Source: an optimization exercise on an open RTL-to-GDS flow (aim: small area and a short achievable clock period). Production flows keep margins and buffers that such runs may drop.
The RTL was checked by simulation tests, not by an equivalence proof against the original design.
The clock port is modelled as an ideal driver; clocking choices that lean on that would not hold on a real chip.

Setup of job 1499:
Design single_kernel, start of the top module:
module single_kernel #(
  parameter SIZE = 8,
  parameter DATA_WIDTH = 16
) (
  input clk,
  input [SIZE*SIZE-1:0] finish,
  input [SIZE*DATA_WIDTH-1:0] in_up,
  input [SIZE*DATA_WIDTH-1:0] in_left,
  output [SIZE*DATA_WIDTH-1:0] pass_down,
  output [SIZE*DATA_WIDTH-1:0] pass_right,
  output [SIZE*SIZE*DATA_WIDTH-1:0] out_matrix,
  output [SIZE*DATA_WIDTH-1:0] out_diagonal
);
clock: 11.0 ns
lec_check: 0
cap_margin: 20
core_margin: 2
core_utilization: 58
setup_slack_margin: 5
slew_margin: 20
synth_hierarchical: 1
synth_minimum_keep_size: 0
standard.sh (not shown) runs the stock make flow with config.mk's settings and CLKGATE_MAP_FILE= SYNTH_SCRIPT=/design/flow/synth_recipe.tcl, a recipe that flattens the netlist after the stock synthesis.
==> flow/flow/run.sh <==
#!/bin/bash
# Own layout flow: the standard synthesis and layout, with
#  - each port placed on the die's edge next to the PE it belongs to
#    (flow/pre_io.tcl);
#  - port buffers of a faster cell than the default, the output ones moved
#    next to the registers that drive them (flow/pre_resize.tcl);
#  - hold repair with 0.1 ns of margin, and timing repair aimed at a 4.6 ns
#    period (the clock stays 11 ns), with the later clock branches modelled
#    as ideal latency until clock tree synthesis (flow/pre_floorplan.tcl).
# Each step's full output goes to a log of its own in this folder.
set -euo pipefail
here=$(pwd)
bash standard.sh synth > log_synth.txt 2>&1
bash standard.sh \
  PRE_FLOORPLAN_TCL="$here/flow/pre_floorplan.tcl" \
  PRE_IO_PLACEMENT_TCL="$here/flow/pre_io.tcl" \
  PRE_RESIZE_TCL="$here/flow/pre_resize.tcl" \
  PRE_CTS_TCL="$here/flow/pre_cts.tcl" \
  CTS_ARGS="-sink_clustering_enable -repair_clock_nets -no_insertion_delay -sink_clustering_size 25 -sink_clustering_max_diameter 80 -clk_nets {clk_op clk_late_in clk_late_edge}" \
  BUFFER_PORTS_ARGS="-buffer_cell sky130_fd_sc_hd__buf_2" \
  SETUP_SLACK_MARGIN=6.4 \
  HOLD_SLACK_MARGIN=0.1 \
  finish > log_layout.txt 2>&1
==> flow/flow/clock_groups.tcl <==
# Clock branches: {name pattern ideal-latency-ns {buffer chain}}. A register
# goes to the first group whose pattern matches its name; the others are on
# clk_op, behind op_chain.
set op_chain {sky130_fd_sc_hd__clkbuf_16}
set clock_groups {
  {clk_late_in {inner_pe.pe.sum} 1.45
    {sky130_fd_sc_hd__clkdlybuf4s50_1 sky130_fd_sc_hd__clkdlybuf4s50_1 sky130_fd_sc_hd__clkdlybuf4s25_1 sky130_fd_sc_hd__clkdlybuf4s15_1 sky130_fd_sc_hd__clkbuf_16}}
  {clk_late_edge {edge_pe.pe.(acc_n|o_result)} 0.55
    {sky130_fd_sc_hd__clkdlybuf4s50_1 sky130_fd_sc_hd__clkbuf_4 sky130_fd_sc_hd__clkbuf_16}}
}
Other scripts of this flow, unchanged in this note and not shown: flow/flow/pre_cts.tcl, flow/flow/pre_floorplan.tcl, flow/flow/pre_io.tcl, flow/flow/pre_resize.tcl
The final layout from job 1499, which completed every stage, passed the timing, design-rule and antenna checks at the end of the flow.
> inputs changed (job 1499 -> job 3147)
--- a/flow/flow/clock_groups.tcl
+++ b/flow/flow/clock_groups.tcl
@@ -7,4 +7,4 @@
     {sky130_fd_sc_hd__clkdlybuf4s50_1 sky130_fd_sc_hd__clkdlybuf4s50_1 sky130_fd_sc_hd__clkdlybuf4s25_1 sky130_fd_sc_hd__clkdlybuf4s15_1 sky130_fd_sc_hd__clkbuf_16}}
-  {clk_late_edge {edge_pe.pe.(acc_n|o_result)} 0.55
-    {sky130_fd_sc_hd__clkdlybuf4s50_1 sky130_fd_sc_hd__clkbuf_4 sky130_fd_sc_hd__clkbuf_16}}
+  {clk_late_edge {edge_pe.pe.(acc_n|o_result)} 0.5
+    {sky130_fd_sc_hd__clkdlybuf4s50_1 sky130_fd_sc_hd__clkbuf_16}}
 }
Findings:
Wire length of the first global-routing pass is higher on job 3147
Job 1499 → job 3147: core occupancy in the finished layout saw an increase; via count of the routed design saw an increase; area added between synthesis and finish saw an increase.

## separate check: timing with driven ports
No port has a modelled driver above. Below, the same layouts with a new extraction and two added sets of constraints.
Step 1 (the two cells are an assumption about what drives the block):
set clk [get_ports {clk}]
set_driving_cell -lib_cell sky130_fd_sc_hd__clkbuf_16 $clk
set_driving_cell -lib_cell sky130_fd_sc_hd__buf_2 [delete_from_list [all_inputs] $clk]
Step 2, shift: input delay + t, output delay - t, t = (earliest + latest rising clock arrival at the registers) / 2. This alone moves slack from input paths to output paths.
Three values: no drivers, after step 1, after step 2; two values: the first two.
run | t, ns | setup WS [ns] | hold slack, ns | latest minus earliest clock arrival (ns)
job 1499 | 2.054 | 6.287 / 6.282 / 5.780 | 0.045 / 0.050 / 0.050 | 1.523 / 1.519
job 3147 | 2.099 | 6.307 / 6.303 / 5.812 | 0.021 / 0.026 / 0.026 | 1.528 / 1.523
In job 1499 and job 3147 the clock reaches the registers at very different times; t lies between them, and the last value is a rough guide only. For job 1499, which loses most, drivers alone change the setup slack by -0.005 ns; drivers and shift together by -0.507 ns.
